This design comes from an exercise in tuning for small area, a short achievable clock period and few clock cycles per item on the open sky130 flow, not from production work. Function was checked by simulation only, so behaviour that the tests miss may differ from the original. No activity file was given, so power comes from the tool's default toggle rates.

==> flow/design.v <==
module divider(quotient, remainder, done, divisor, dividend, start, clk, rst);
    output reg [31:0] quotient, remainder;
    input [31:0] divisor, dividend;
    input start, clk, rst;
    output done;
    reg        busy, align;
    reg [4:0]  sh;       
    reg [31:0] B;        
    function [4:0] lzc;
        input [31:0] x;
        reg [15:0] v0; reg [15:0] z0;
        reg [7:0]  v1; reg [15:0] z1;
        reg [3:0]  v2; reg [11:0] z2;
        reg [1:0]  v3; reg [7:0]  z3;
        integer i;
        begin
            for (i = 0; i < 16; i = i + 1) begin
                v0[i] = x[2*i+1] | x[2*i];
                z0[i] = ~x[2*i+1];
            end
            for (i = 0; i < 8; i = i + 1) begin
                v1[i] = v0[2*i+1] | v0[2*i];
                z1[2*i +: 2] = v0[2*i+1] ? {1'b0, z0[2*i+1]} : {1'b1, z0[2*i]};
            end
            for (i = 0; i < 4; i = i + 1) begin
                v2[i] = v1[2*i+1] | v1[2*i];
                z2[3*i +: 3] = v1[2*i+1] ? {1'b0, z1[4*i+2 +: 2]} : {1'b1, z1[4*i +: 2]};
            end
            for (i = 0; i < 2; i = i + 1) begin
                v3[i] = v2[2*i+1] | v2[2*i];
                z3[4*i +: 4] = v2[2*i+1] ? {1'b0, z2[6*i+3 +: 3]} : {1'b1, z2[6*i +: 3]};
            end
            lzc = v3[1] ? {1'b0, z3[7:4]} : {1'b1, z3[3:0]};
        end
    endfunction
    function [31:0] smear;
        input [31:0] x;
        integer i;
        begin
            smear = x;
            for (i = 1; i < 32; i = i * 2)
                smear = smear | (smear >> i);
        end
    endfunction
    wire [4:0] za = lzc(dividend);
    wire [4:0] zb = lzc(divisor);
    wire       quick = (|(divisor & ~smear(dividend))) | ~(|divisor);
    wire [32:0] diff = {1'b0, remainder} - {1'b0, B};
    wire        qbit = ~diff[32];
    assign done = ~busy;
    always_ff @(posedge clk, negedge rst) begin
        if (~rst) begin
            busy <= 1'b0;
            align <= 1'b0;
        end else if (busy) begin
            align <= 1'b0;
            busy <= align | (sh != 5'd0);
        end else begin
            busy <= start & ~quick;
            align <= start & ~quick;
        end
    end
    always_ff @(posedge clk) begin
        if (busy) begin
            if (align) begin
                B <= B << sh;
            end else begin
                B <= B >> 1;
                sh <= sh - 5'd1;
                quotient <= {quotient[30:0], qbit};
                if (qbit) remainder <= diff[31:0];
            end
        end else begin
            B <= divisor;
            sh <= zb - za;
            if (start) begin
                quotient <= 32'd0;
                remainder <= dividend;
            end
        end
    end
endmodule
clock: 5.0 ns
lec_check: 0
cap_margin: 20
core_margin: 2
core_utilization: 40
place_density: 0.6
setup_slack_margin: 1.5
slew_margin: 20
buffer_ports_args: -buffer_cell sky130_fd_sc_hd__buf_2
standard.sh (not shown) runs the stock make flow with config.mk's settings and CLKGATE_MAP_FILE= SYNTH_SCRIPT=/design/flow/synth_recipe.tcl, a recipe that flattens the netlist after the stock synthesis.
==> flow/flow/run.sh <==
#!/bin/bash
# Own layout flow: the standard synthesis unchanged, then the standard ORFS
# steps with a few extra ORFS settings (flow/extra.mk) appended to config.mk
# after synthesis, so that synthesis is exactly the standard flow's.
set -euo pipefail
here="$(pwd)"
bash standard.sh synth > "$here/log_synth.txt" 2>&1
cat flow/extra.mk >> config.mk
bash standard.sh > "$here/log_layout.txt" 2>&1
==> flow/flow/extra.mk <==
export BUFFER_PORTS_ARGS = -buffer_cell sky130_fd_sc_hd__buf_2
Testbench counts at the start, summed over its fixed seeds: cycles 15,180, items 2,048.
==> next run, changes <==
==> flow/run.sh (new file) <==
#!/bin/bash
# synth_recipe.tcl (not shown) runs the flow's synth.tcl, then flattens the netlist and writes it again
# the make line also repeats each setting of config.mk as NAME=value (left out here)
make -C /OpenROAD-flow-scripts/flow DESIGN_CONFIG=/design/flow/config.mk WORK_HOME=/design/flow/orfs CLKGATE_MAP_FILE= SYNTH_SCRIPT=/design/flow/synth_recipe.tcl finish
Settings changed: BUFFER_PORTS_ARGS -buffer_cell sky130_fd_sc_hd__buf_2 to not set.
removed: flow/flow/run.sh
removed: flow/flow/extra.mk
removed: flow/standard.sh
=> The changed run ran to the end with no violations; power rises by a few percent; fmax falls slightly; flip-flop and latch count does not change; cell area rises by a little under a tenth; critical path depth falls by 4.
==> next run, changes <==
Settings changed: SETUP_SLACK_MARGIN 1.5 to not set.
Critical path depth shrinks by 1.
Design area is lower by 4.6%.
Clock-buffer cell count stays the same.
Total power decreases by 2.8%.
Sequential share of layout area goes up by 1.3 points.
Maximum frequency decreases by 17%.
Via count fell by 2.6%.
Core utilization falls by 2.4 points.
Die area stays the same.
Flip-flop and latch count is unchanged.
==> next run, changes <==
==> flow/flow/run.sh (new file) <==
#!/bin/bash
# Own layout flow: the standard synthesis unchanged, then the standard ORFS
# steps with a few extra ORFS settings (flow/extra.mk) appended to config.mk
# after synthesis, so that synthesis is exactly the standard flow's.
set -euo pipefail
here="$(pwd)"
bash standard.sh synth > "$here/log_synth.txt" 2>&1
cat flow/extra.mk >> config.mk
bash standard.sh > "$here/log_layout.txt" 2>&1
==> flow/flow/extra.mk (new file) <==
export BUFFER_PORTS_ARGS = -buffer_cell sky130_fd_sc_hd__buf_1
export RECOVER_POWER = 100
==> flow/standard.sh (new file) <==
#!/bin/bash
# synth_recipe.tcl (not shown) runs the flow's synth.tcl, then flattens the netlist and writes it again
# the make line also repeats each setting of config.mk as NAME=value (left out here)
make -C /OpenROAD-flow-scripts/flow DESIGN_CONFIG=/design/flow/config.mk WORK_HOME=/design/flow/orfs CLKGATE_MAP_FILE= SYNTH_SCRIPT=/design/flow/synth_recipe.tcl "${@:-finish}"
Settings changed: BUFFER_PORTS_ARGS set to -buffer_cell sky130_fd_sc_hd__buf_1, RECOVER_POWER set to 100, SETUP_SLACK_MARGIN set to 1.5.
removed: flow/run.sh
Now the flow finished with max-capacitance violations, max-slew violations left.
First-iteration DRC count goes up by 1.4%.
Area after synthesis is unchanged.
Cell area goes down by 5.7%.
==> next run, changes <==
==> flow/run.sh (new file) <==
#!/bin/bash
# synth_recipe.tcl (not shown) runs the flow's synth.tcl, then flattens the netlist and writes it again
# the make line also repeats each setting of config.mk as NAME=value (left out here)
make -C /OpenROAD-flow-scripts/flow DESIGN_CONFIG=/design/flow/config.mk WORK_HOME=/design/flow/orfs CLKGATE_MAP_FILE= SYNTH_SCRIPT=/design/flow/synth_recipe.tcl finish
Settings changed: BUFFER_PORTS_ARGS -buffer_cell sky130_fd_sc_hd__buf_1 to not set, RECOVER_POWER 100 to not set, SETUP_SLACK_MARGIN 1.5 to 2.5.
removed: flow/flow/run.sh
removed: flow/flow/extra.mk
removed: flow/standard.sh
The new run completed with no timing, DRC or antenna violations.
Wire length rises by about 14%.
Synthesized cell count stays the same.
Sequential share of layout area falls by 5.7 points.
Die area stays the same.

==> afterwards: timing with drivers on the ports <==
The flow's constraints put no driver on any port. The routed layouts listed below were extracted and timed again, unchanged, in two steps. Step 1 assumes that a clkbuf_16 drives the clock port and a buf_2 every other input. Step 2 adds t to the input delays and takes it off the output delays; t is the mean of the earliest and latest rising clock arrival at the registers after step 1. Input paths then give back, and output paths get back, about the clock's delay inside the block. Slacks: no drivers / after step 1 / after step 2; pairs: no drivers / after step 1.
| run | t (ns) | setup WS [ns] | cell pins on the clock port's net |
|---|---|---|---|
| the first run | 0.412 | 1.603 / 1.593 / 1.181 | 1 |
| the second run | 0.407 | 1.571 / 1.592 / 1.184 | 1 |
| the third run | 0.408 | 0.892 / 0.918 / 0.510 | 1 |
| the fourth run | 0.416 | 0.946 / 0.946 / 0.946 | 1 |
| the fifth run | 0.415 | 1.617 / 1.619 / 1.203 | 1 |
The setup slack of the first run, which loses most, moves by -0.010 ns with the drivers and by -0.422 ns with both steps.
